From an optimization exercise on the open Yosys and OpenROAD flow, aimed at small area; shortcuts taken in it are not production practice.
No driver is modelled on the clock port, so clocking that relies on it looks cheaper here than on a real chip.
Power is estimated from default activity; no workload was simulated.

==> module comparsion_unit, before the edit <==
module comparsion_unit #(parameter P = 0)
(
  input wire [16:0]  diff,
  input wire         comp_enable,
  input wire [1:0]   alu_fun,
  output wire [15:0] comp_out);
wire lt = diff[16] ^ P[0];
wire eq = P ? &diff[15:0] : ~|diff[15:0];
wire gt = ~lt & ~eq;
assign comp_out = {15'b0, comp_enable & (alu_fun == 2'b01 ? eq :
                                         alu_fun == 2'b10 ? gt :
                                         alu_fun == 2'b11 ? lt : 1'b0)};
endmodule
==> module TOP_VIEW, before the edit <==
module TOP_VIEW#(parameter alu_width =16)
(
  input wire [alu_width-1:0]    A,B,
  input wire                    clk,rst,
  input wire [3:0]              alu_fun,
  output wire                   arith_flag,carry_out,logic_flag,comp_flag,shift_flag,
  output wire [alu_width-1:0]   arith_out,logic_out,comp_out,shift_out
  );
localparam KS = 5;
localparam P0 = KS % 2;
wire arith_enable, logic_enable, comp_enable, shift_enable;
DECODER_UNIT U_decoder(
  .alu_fun(alu_fun[3:2]),
  .arith_enable(arith_enable),
  .logic_enable(logic_enable),
  .shift_enable(shift_enable),
  .comp_enable(comp_enable)
  );
wire mul_i = arith_enable & alu_fun[1:0] == 2'b10;
wire div_i = arith_enable & alu_fun[1:0] == 2'b11;
wire add_i = arith_enable & alu_fun[1:0] == 2'b00;
wire [16-KS:0] r_mid;
wire [15:KS]   sel_hi;
ARITHMATIC_UNIT #(.KH(15), .KL(KS), .P_TOP((15-KS)%2)) U_arith_hi(
  .A(A), .B(B),
  .mul(mul_i), .div(div_i), .add(add_i),
  .r_in((15-KS)%2 == 1),
  .r_out(r_mid),
  .sel(sel_hi)
  );
reg [KS-1:0]   a_lo;
reg [15-KS:0]  h_r;        
reg [15:0]     b_r;
reg [16-KS:0]  r_r;        
reg [1:0]      fun_r;
reg            arith_en, logic_en, comp_en, shift_en;
always @(posedge clk) begin
  a_lo  <= A[KS-1:0];
  h_r   <= div_i ? sel_hi : A[15:KS];
  b_r   <= B;
  r_r   <= r_mid;
  fun_r <= alu_fun[1:0];
end
always @(posedge clk or negedge rst) begin
  if (!rst) begin
    arith_en <= 1'b0;
    logic_en <= 1'b0;
    comp_en  <= 1'b0;
    shift_en <= 1'b0;
  end else begin
    arith_en <= arith_enable;
    logic_en <= logic_enable;
    comp_en  <= comp_enable;
    shift_en <= shift_enable;
  end
end
assign arith_flag = arith_en;
assign logic_flag = logic_en;
assign comp_flag  = comp_en;
assign shift_flag = shift_en;
wire [15:0] a_r = {h_r, a_lo};
wire div_sel = fun_r == 2'b11;
wire [16:0] sum_p;
wire [16:0] sum = sum_p ^ {17{P0 == 1}};
wire [KS-1:0] sel_lo;
ARITHMATIC_UNIT #(.KH(KS-1), .KL(0), .P_TOP(1)) U_arith_lo(
  .A(a_r), .B(b_r),
  .mul(arith_en & fun_r == 2'b10),
  .div(arith_en & div_sel),
  .add(arith_en & fun_r == 2'b00),
  .r_in(r_r),
  .r_out(sum_p),
  .sel(sel_lo)
  );
assign arith_out = arith_en ? (div_sel ? {h_r, sel_lo} : sum[15:0]) : 16'b0;
assign carry_out = arith_en & ~div_sel & sum[16];
LOGIC_UNIT U_logic(
  .A(a_r),
  .B(b_r),
  .logic_enable(logic_en),
  .alu_fun(fun_r),
  .logic_out(logic_out)
  );
comparsion_unit #(.P(P0)) U_comp(
  .diff(sum_p),
  .comp_enable(comp_en),
  .alu_fun(fun_r),
  .comp_out(comp_out)
  );
shift_unit U_shift(
  .A(a_r),
  .B(b_r),
  .shift_enable(shift_en),
  .alu_fun(fun_r),
  .shift_out(shift_out)
  );
endmodule
clock: 36.0 ns
lec_check: 0
cap_margin: 5
core_margin: 2
core_utilization: 50
cts_buf_list: sky130_fd_sc_hd__clkbuf_8
place_density: 0.7
slew_margin: 5
standard.sh (not shown) runs the stock make flow with config.mk's settings and CLKGATE_MAP_FILE= SYNTH_SCRIPT=/design/flow/synth_recipe.tcl, a recipe that flattens the netlist after the stock synthesis.
==> flow/flow/run.sh <==
#!/bin/bash
# Layout flow: the standard flow (standard.sh) with these changes.
#  - Synthesis is the standard flow's synthesis script, except that ABC maps the logic
#    with the area-oriented script flow/abc_area.script instead of ORFS's
#    default.  ABC does not touch registers, so they are the same as in the
#    standard synthesis.
#  - The array's cells (modules ALU_CELL*, ALU_SEL*) keep their hierarchy
#    through ABC, so each is mapped on its own; the standard flow's synthesis script
#    flattens the netlist before the layout as usual.
#  - After synthesis, flow/fa_pins.py reconnects full adders whose ripple
#    carry came in at A or B so that it comes in at CIN, the fastest input
#    (a full adder's function is symmetric in its inputs).
#  - Port buffers are sky130_fd_sc_hd__buf_1; the resizer still sizes them
#    up where timing or slew needs it.
#  - After clock tree synthesis, flow/post_cts.tcl downsizes gates with
#    timing slack to spare (power recovery) and repairs slew again.
# Each tool's output goes to a log file in this folder.
set -euo pipefail
HERE=$(pwd)
FLOWDIR=$HERE/flow

# ORFS's synth.tcl with the abc call replaced
sed 's#^\(\s*\)log_cmd abc {\*}$abc_args$#\1log_cmd abc -script '"$FLOWDIR"'/abc_area.script {*}$lib_args {*}$lib_dont_use_args#' \
  "$FLOW_HOME/scripts/synth.tcl" > "$HERE/synth_area.tcl"
grep -q "abc_area.script {\*}\$lib_args" "$HERE/synth_area.tcl"

# The standard flow's synthesis script, sourcing that copy
sed 's#^source \$::env(SCRIPTS_DIR)/synth.tcl$#source '"$HERE"'/synth_area.tcl#' \
  "$HERE/synth_recipe.tcl" > "$HERE/synth_recipe_area.tcl"
grep -q "synth_area.tcl" "$HERE/synth_recipe_area.tcl"

# standard.sh, using that synthesis script
sed 's#SYNTH_SCRIPT=[^ ]*synth_recipe.tcl#SYNTH_SCRIPT='"$HERE"'/synth_recipe_area.tcl#' \
  "$HERE/standard.sh" > "$HERE/standard_area.sh"
grep -q "synth_recipe_area.tcl" "$HERE/standard_area.sh"

# the modules named ALU_CELL* and ALU_SEL* in the design
export SYNTH_KEEP_MODULES="$(sed -n 's/^\s*module\s\+\(ALU_\(CELL\|SEL\)\w*\).*/\1/p' "$FLOW_DESIGN" | sort -u | tr '\n' ' ')"
echo "SYNTH_KEEP_MODULES=$SYNTH_KEEP_MODULES" > "$HERE/keep_modules.log"
export BUFFER_PORTS_ARGS="-buffer_cell sky130_fd_sc_hd__buf_1"
export POST_CTS_TCL="$FLOWDIR/post_cts.tcl"

RESULTS=$HERE/orfs/results/$FLOW_PLATFORM/TOP_VIEW/base
bash "$HERE/standard_area.sh" "$RESULTS/1_2_yosys.v" > "$HERE/flow_synth.log" 2>&1
python3 "$FLOWDIR/fa_pins.py" "$RESULTS/1_2_yosys.v" > "$HERE/fa_pins.log" 2>&1
bash "$HERE/standard_area.sh" > "$HERE/flow.log" 2>&1
Other scripts of this flow, unchanged in this note and not shown: flow/flow/abc_area.script, flow/flow/fa_pins.py, flow/flow/post_cts.tcl
The baseline finished with timing, DRC and antenna clean.
Edit:
--- a/flow/design.v
+++ b/flow/design.v
@@ -133,17 +133,26 @@
 (
   input wire [16:0]  diff,
   input wire         comp_enable,
   input wire [1:0]   alu_fun,
   output wire [15:0] comp_out);
 wire lt = diff[16] ^ P[0];
-wire eq = P ? &diff[15:0] : ~|diff[15:0];
+wire [15:0] z = P ? ~diff[15:0] : diff[15:0];    
+wire eq;
+ALU_SEL_EQ U_eq(.lo_zero(~|z[11:0]), .z(z[15:12]), .eq(eq));
 wire gt = ~lt & ~eq;
 assign comp_out = {15'b0, comp_enable & (alu_fun == 2'b01 ? eq :
                                          alu_fun == 2'b10 ? gt :
                                          alu_fun == 2'b11 ? lt : 1'b0)};
+endmodule
+module ALU_SEL_EQ
+(
+  input wire       lo_zero,
+  input wire [3:0] z,
+  output wire      eq);
+assign eq = lo_zero & ~|z;
 endmodule
 module shift_unit
 (
   input wire [15:0]  A,B,
   input wire         shift_enable,
   input wire [1:0]   alu_fun,
@@ -183,19 +192,22 @@
   );
 reg [KS-1:0]   a_lo;
 reg [15-KS:0]  h_r;        
 reg [15:0]     b_r;
 reg [16-KS:0]  r_r;        
 reg [1:0]      fun_r;
+reg            mul_r, div_r;     
 reg            arith_en, logic_en, comp_en, shift_en;
 always @(posedge clk) begin
   a_lo  <= A[KS-1:0];
   h_r   <= div_i ? sel_hi : A[15:KS];
   b_r   <= B;
   r_r   <= r_mid;
   fun_r <= alu_fun[1:0];
+  mul_r <= mul_i;
+  div_r <= div_i;
 end
 always @(posedge clk or negedge rst) begin
   if (!rst) begin
     arith_en <= 1'b0;
     logic_en <= 1'b0;
     comp_en  <= 1'b0;
@@ -215,14 +227,14 @@
 wire div_sel = fun_r == 2'b11;
 wire [16:0] sum_p;
 wire [16:0] sum = sum_p ^ {17{P0 == 1}};
 wire [KS-1:0] sel_lo;
 ARITHMATIC_UNIT #(.KH(KS-1), .KL(0), .P_TOP(1)) U_arith_lo(
   .A(a_r), .B(b_r),
-  .mul(arith_en & fun_r == 2'b10),
-  .div(arith_en & div_sel),
+  .mul(mul_r),
+  .div(div_r),
   .add(arith_en & fun_r == 2'b00),
   .r_in(r_r),
   .r_out(sum_p),
   .sel(sel_lo)
   );
 assign arith_out = arith_en ? (div_sel ? {h_r, sel_lo} : sum[15:0]) : 16'b0;
Die area rises by 1.1%; worst setup slack gets worse by 0.012 ns; maximum frequency stays flat; total power shrinks by 1.5%; area after synthesis grows by 1.1%; count of clock-buffer cells in the layout does not change; core utilization decreases by 0.14 points; clock power goes down by 16%; design area barely changes; cell count went up by 0.32%; wire length shrinks by 0.49%; sequential share of layout area rises by 0.39 points; sequential power goes up by 3.2%; critical path depth went up by 1.
No run of this note included a check of the RTL's function; only the layout flow was run.

==> port drivers added, routing unchanged <==
In the flow no input, the clock included, has a driving cell. The finished layouts below were timed again as built, in two steps.
Step 1: set_driving_cell puts a clkbuf_16 on clk and a buf_2 on each other input, an assumption about the parent block.
Step 2 adds t to the input delays and takes it off the output delays; t is the mean of the earliest and latest rising clock arrival at the registers after step 1. Input paths then give back, and output paths get back, about the clock's delay inside the block.
a / b / c = no drivers / after step 1 / after step 2; a / b = the first two.
run	t, ns	setup WS [ns]	worst setup path after step 2	pins driven straight from the clock port
the first run	0.335	0.694 / 0.663 / 0.729	input to register	1
the second run	0.342	0.682 / 0.650 / 0.732	input to register	1
After both steps setup and hold are still met in every run listed.
